Source: an optimization exercise on an open RTL-to-GDS flow (aim: small area, a short achievable clock period and few clock cycles). Production flows keep margins and buffers that such runs may drop.
RTL that was checked went through simulation tests only; none was proved equivalent to the original.
Power figures rest on the tool's default switching activity, not on a simulated workload.

==> flow/design.v <==
module STI_DAC(clk ,reset, load, pi_data, pi_length, pi_fill, pi_msb, pi_low, pi_end,
	       so_data, so_valid,
	       oem_finish, oem_dataout, oem_addr,
	       odd1_wr, odd2_wr, odd3_wr, odd4_wr, even1_wr, even2_wr, even3_wr, even4_wr);
input		clk, reset;
input		load, pi_msb, pi_low, pi_end;
input	[15:0]	pi_data;
input	[1:0]	pi_length;
input		pi_fill;
output		so_data;
output		so_valid;
output		odd1_wr, odd2_wr, odd3_wr, odd4_wr, even1_wr, even2_wr, even3_wr, even4_wr;
output	reg	oem_finish;
output	[4:0]	oem_addr;
output	[7:0]	oem_dataout;
reg		busy;		 
reg	[2:0]	idx;		 
reg		hi;		 
reg		zero;		 
reg	[1:0]	byte_cnt;	 
reg		be;		 
reg	[7:0]	shift;		 
reg	[5:0]	pix;		 
reg	[3:1]	bge;		 
reg	[2:1]	beq;		 
reg		wr_odd;		 
reg		wr_even;	 
reg		wr_data;	 
reg		zen_n;		 
function [1:0] byte_src;	 
	input [1:0] len;
	input msb, fill, low;
	input [1:0] b;
	reg bz, bh;
	begin
		bz = 1'b0;
		bh = 1'b0;
		case (len)
		2'd0: bh = low;
		2'd1: bh = msb ^ b[0];
		2'd2: begin
			case (b)
			2'd0: begin bz = msb ^ fill; bh = msb; end
			2'd1: bh = ~fill;
			default: begin bz = ~(msb ^ fill); bh = ~msb; end
			endcase
		end
		default: begin
			bz = b[1] ^ msb ^ fill;
			bh = msb ^ b[0];
		end
		endcase
		byte_src = {bz, bh};
	end
endfunction
wire [1:0] src0 = byte_src(pi_length, pi_msb, pi_fill, pi_low, 2'd0);
wire first_bit = ~src0[1] & (pi_msb ? (src0[0] ? pi_data[15] : pi_data[7])
				  : (src0[0] ? pi_data[8] : pi_data[0]));
wire next_bit = ~zero & pi_data[{hi, idx}];
wire byte_end = be;
wire last = byte_end & (byte_cnt == pi_length);
wire [1:0] bc_next = load ? 2'd0 : byte_cnt + 2'd1;
wire [1:0] src_next = byte_src(pi_length, pi_msb, pi_fill, pi_low, bc_next);
always @(posedge clk or posedge reset) begin
	if (reset) begin
		busy <= 1'b0;
		be <= 1'b0;
	end else begin
		busy <= load | (busy & ~last);
		be <= busy & (idx == (pi_msb ? 3'd1 : 3'd6));
	end
end
wire [2:0] idx_up = idx + 3'd1;
wire [2:0] idx_dn = idx - 3'd1;
always @(posedge clk) begin
	if (load) idx <= pi_msb ? 3'd6 : 3'd1;
	else idx <= pi_msb ? idx_dn : idx_up;
	if (load | byte_end) begin
		byte_cnt <= bc_next;
		{zero, hi} <= src_next;
	end
	shift <= {shift[6:0], load ? first_bit : next_bit};
end
assign so_data = shift[0];
wire pix_ev = pix[3] ^ pix[0];
wire fill = pi_end & ~bge[1] & ~(wr_odd | wr_even);
wire slot = byte_end | fill;
always @(posedge clk or posedge reset) begin
	if (reset) begin
		pix <= 6'd0;
		bge <= 3'd0;
		beq <= 2'd0;
		wr_odd <= 1'b0;
		wr_even <= 1'b0;
		wr_data <= 1'b0;
		zen_n <= 1'b0;
		oem_finish <= 1'b0;
	end else begin
		wr_odd <= slot & ~pix_ev;
		wr_even <= slot & pix_ev;
		wr_data <= byte_end;
		zen_n <= byte_end | ~(load | busy | pi_end);
		if ((wr_odd | wr_even) & (pix == 6'd63)) begin
			bge <= {bge[2:1], 1'b1};
			beq <= {beq[1], ~bge[1]};
		end
		pix <= pix + {5'd0, wr_odd | wr_even};
		oem_finish <= pi_end & bge[1];
	end
end
assign odd1_wr  = wr_odd & ~bge[1];
assign even1_wr = wr_even & ~bge[1];
assign odd2_wr  = wr_odd & beq[1] | ~zen_n & ~bge[1];
assign even2_wr = wr_even & beq[1] | ~zen_n & ~bge[1];
assign odd3_wr  = wr_odd & beq[2] | ~zen_n & ~bge[2];
assign even3_wr = wr_even & beq[2] | ~zen_n & ~bge[2];
assign odd4_wr  = wr_odd & bge[3] | ~zen_n & ~bge[3];
assign even4_wr = wr_even & bge[3] | ~zen_n & ~bge[3];
assign oem_addr = pix[5:1];
assign so_valid = busy | wr_data;
assign oem_dataout = shift & {8{wr_data}};
endmodule
==> flow/config.mk <==
export PLATFORM = sky130hd
export DESIGN_NAME = STI_DAC
export DESIGN_NICKNAME = STI_DAC
export VERILOG_FILES = /design/flow/design.v
export SDC_FILE = /design/flow/constraint.sdc
export NUM_CORES = 4
export LEC_CHECK = 0
export CAP_MARGIN = 20
export CORE_MARGIN = 2
export CORE_UTILIZATION = 40
export SETUP_SLACK_MARGIN = 1.9
export SLEW_MARGIN = 20
==> flow/constraint.sdc <==
create_clock -name core_clock -period 4.0 [get_ports {clk}]
set_input_delay 0.8000 -clock core_clock [delete_from_list [all_inputs] [get_ports {clk}]]
set_output_delay 0.8000 -clock core_clock [all_outputs]
set_load 0.01 [all_outputs]
standard.sh (not shown) runs the stock make flow with config.mk's settings and CLKGATE_MAP_FILE= SYNTH_SCRIPT=/design/flow/synth_recipe.tcl, a recipe that flattens the netlist after the stock synthesis.
==> flow/flow/run.sh <==
#!/bin/bash
# Standard synthesis and layout, with plain buf_1 port buffers and free cell sizing.
set -euo pipefail
bash standard.sh synth > synth.log 2>&1
bash standard.sh 'BUFFER_PORTS_ARGS=-buffer_cell sky130_fd_sc_hd__buf_1' MATCH_CELL_FOOTPRINT=0 'CTS_ARGS=-sink_clustering_enable -repair_clock_nets -dont_use_dummy_load' finish > layout.log 2>&1
==> next run, changes <==
--- a/flow/design.v
+++ b/flow/design.v
@@ -14,56 +14,41 @@
 output	[4:0]	oem_addr;
 output	[7:0]	oem_dataout;
 reg		busy;		 
 reg	[2:0]	idx;		 
 reg		hi;		 
 reg		zero;		 
-reg	[1:0]	byte_cnt;	 
 reg		be;		 
 reg	[7:0]	shift;		 
 reg	[5:0]	pix;		 
 reg	[3:1]	bge;		 
 reg	[2:1]	beq;		 
 reg		wr_odd;		 
 reg		wr_even;	 
 reg		wr_data;	 
 reg		zen_n;		 
-function [1:0] byte_src;	 
-	input [1:0] len;
-	input msb, fill, low;
-	input [1:0] b;
-	reg bz, bh;
-	begin
-		bz = 1'b0;
-		bh = 1'b0;
-		case (len)
-		2'd0: bh = low;
-		2'd1: bh = msb ^ b[0];
-		2'd2: begin
-			case (b)
-			2'd0: begin bz = msb ^ fill; bh = msb; end
-			2'd1: bh = ~fill;
-			default: begin bz = ~(msb ^ fill); bh = ~msb; end
-			endcase
-		end
-		default: begin
-			bz = b[1] ^ msb ^ fill;
-			bh = msb ^ b[0];
-		end
-		endcase
-		byte_src = {bz, bh};
-	end
-endfunction
-wire [1:0] src0 = byte_src(pi_length, pi_msb, pi_fill, pi_low, 2'd0);
-wire first_bit = ~src0[1] & (pi_msb ? (src0[0] ? pi_data[15] : pi_data[7])
-				  : (src0[0] ? pi_data[8] : pi_data[0]));
+wire off = pi_length[1] & (pi_msb ^ pi_fill);	 
+reg zero0, hi0;					 
+always @(*) begin
+	case (pi_length)
+	2'd0: begin zero0 = 1'b0; hi0 = pi_low; end
+	2'd1: begin zero0 = 1'b0; hi0 = pi_msb; end
+	2'd2: begin zero0 = off; hi0 = off ^ pi_msb; end	 
+	default: begin zero0 = off; hi0 = pi_msb; end		 
+	endcase
+end
+wire k1 = hi ^ pi_msb;
+wire last_byte = (pi_length == 2'd0)
+	| (~zero & k1 & ((pi_length == 2'd1) | off))		 
+	| (zero & ~off & (pi_length == 2'd2) & ~k1)		 
+	| (zero & ~off & (pi_length == 2'd3) & k1);		 
+wire first_bit = ~zero0 & (pi_msb ? (hi0 ? pi_data[15] : pi_data[7])
+				  : (hi0 ? pi_data[8] : pi_data[0]));
 wire next_bit = ~zero & pi_data[{hi, idx}];
 wire byte_end = be;
-wire last = byte_end & (byte_cnt == pi_length);
-wire [1:0] bc_next = load ? 2'd0 : byte_cnt + 2'd1;
-wire [1:0] src_next = byte_src(pi_length, pi_msb, pi_fill, pi_low, bc_next);
+wire last = byte_end & last_byte;
 always @(posedge clk or posedge reset) begin
 	if (reset) begin
 		busy <= 1'b0;
 		be <= 1'b0;
 	end else begin
 		busy <= load | (busy & ~last);
@@ -72,15 +57,18 @@
 end
 wire [2:0] idx_up = idx + 3'd1;
 wire [2:0] idx_dn = idx - 3'd1;
 always @(posedge clk) begin
 	if (load) idx <= pi_msb ? 3'd6 : 3'd1;
 	else idx <= pi_msb ? idx_dn : idx_up;
-	if (load | byte_end) begin
-		byte_cnt <= bc_next;
-		{zero, hi} <= src_next;
+	if (load) begin
+		zero <= zero0;
+		hi <= hi0;
+	end else if (byte_end) begin
+		zero <= zero ^ k1;
+		hi <= ~hi;
 	end
 	shift <= {shift[6:0], load ? first_bit : next_bit};
 end
 assign so_data = shift[0];
 wire pix_ev = pix[3] ^ pix[0];
 wire fill = pi_end & ~bge[1] & ~(wr_odd | wr_even);
Effect: First-iteration DRC count goes up by 62%; clock skew is about the same; fmax stays flat; design area is lower by about 5%; synthesized cell count shrinks by 1.9%; clock-buffer cell count stays the same; core utilization climbs by 0.94 points; setup slack is worse by 0.0044 ns; power is lower by about 4.7%; non-clock buffer count does not change; routed wire length decreases by 9.6%; area after synthesis falls by about 6%; sequential share of layout area is lower by 1.0 points.
Testbench counts after the change, summed over its fixed seeds: cycles 10,845.
Function not checked in the first run of this note: the RTL went through the layout flow alone.

[separate check: timing with driven ports]
Ports are ideal in the flow. The routed layouts listed here were re-timed in OpenROAD. Step 1 (the two cells are an assumption about what drives the block):
set clk [get_ports {clk}]
set_driving_cell -lib_cell sky130_fd_sc_hd__clkbuf_16 $clk
set_driving_cell -lib_cell sky130_fd_sc_hd__buf_2 [delete_from_list [all_inputs] $clk]
Step 2 times the ports against the registers' clock, not the clock port: input delays grow and output delays shrink by t, the midpoint of the rising clock arrivals with the driver on. Slacks: ideal ports / drivers / drivers and shift; pairs: ideal ports / drivers.
| run | t (ns) | slack for setup (ns) | worst hold slack (ns) | worst slew at a driven data input, ns | pins driven straight from the clock port |
|---|---|---|---|---|---|
| the first run | 0.294 | 2.048 / 2.023 / 1.878 | 0.349 / 0.349 / 0.349 | 0.03 | 1 |
| the second run | 0.293 | 2.044 / 2.021 / 1.797 | 0.347 / 0.347 / 0.347 | 0.03 | 1 |
After both steps setup and hold are still met in every run listed. The setup slack of the second run, which loses most, moves by -0.023 ns with the drivers and by -0.247 ns with both steps.
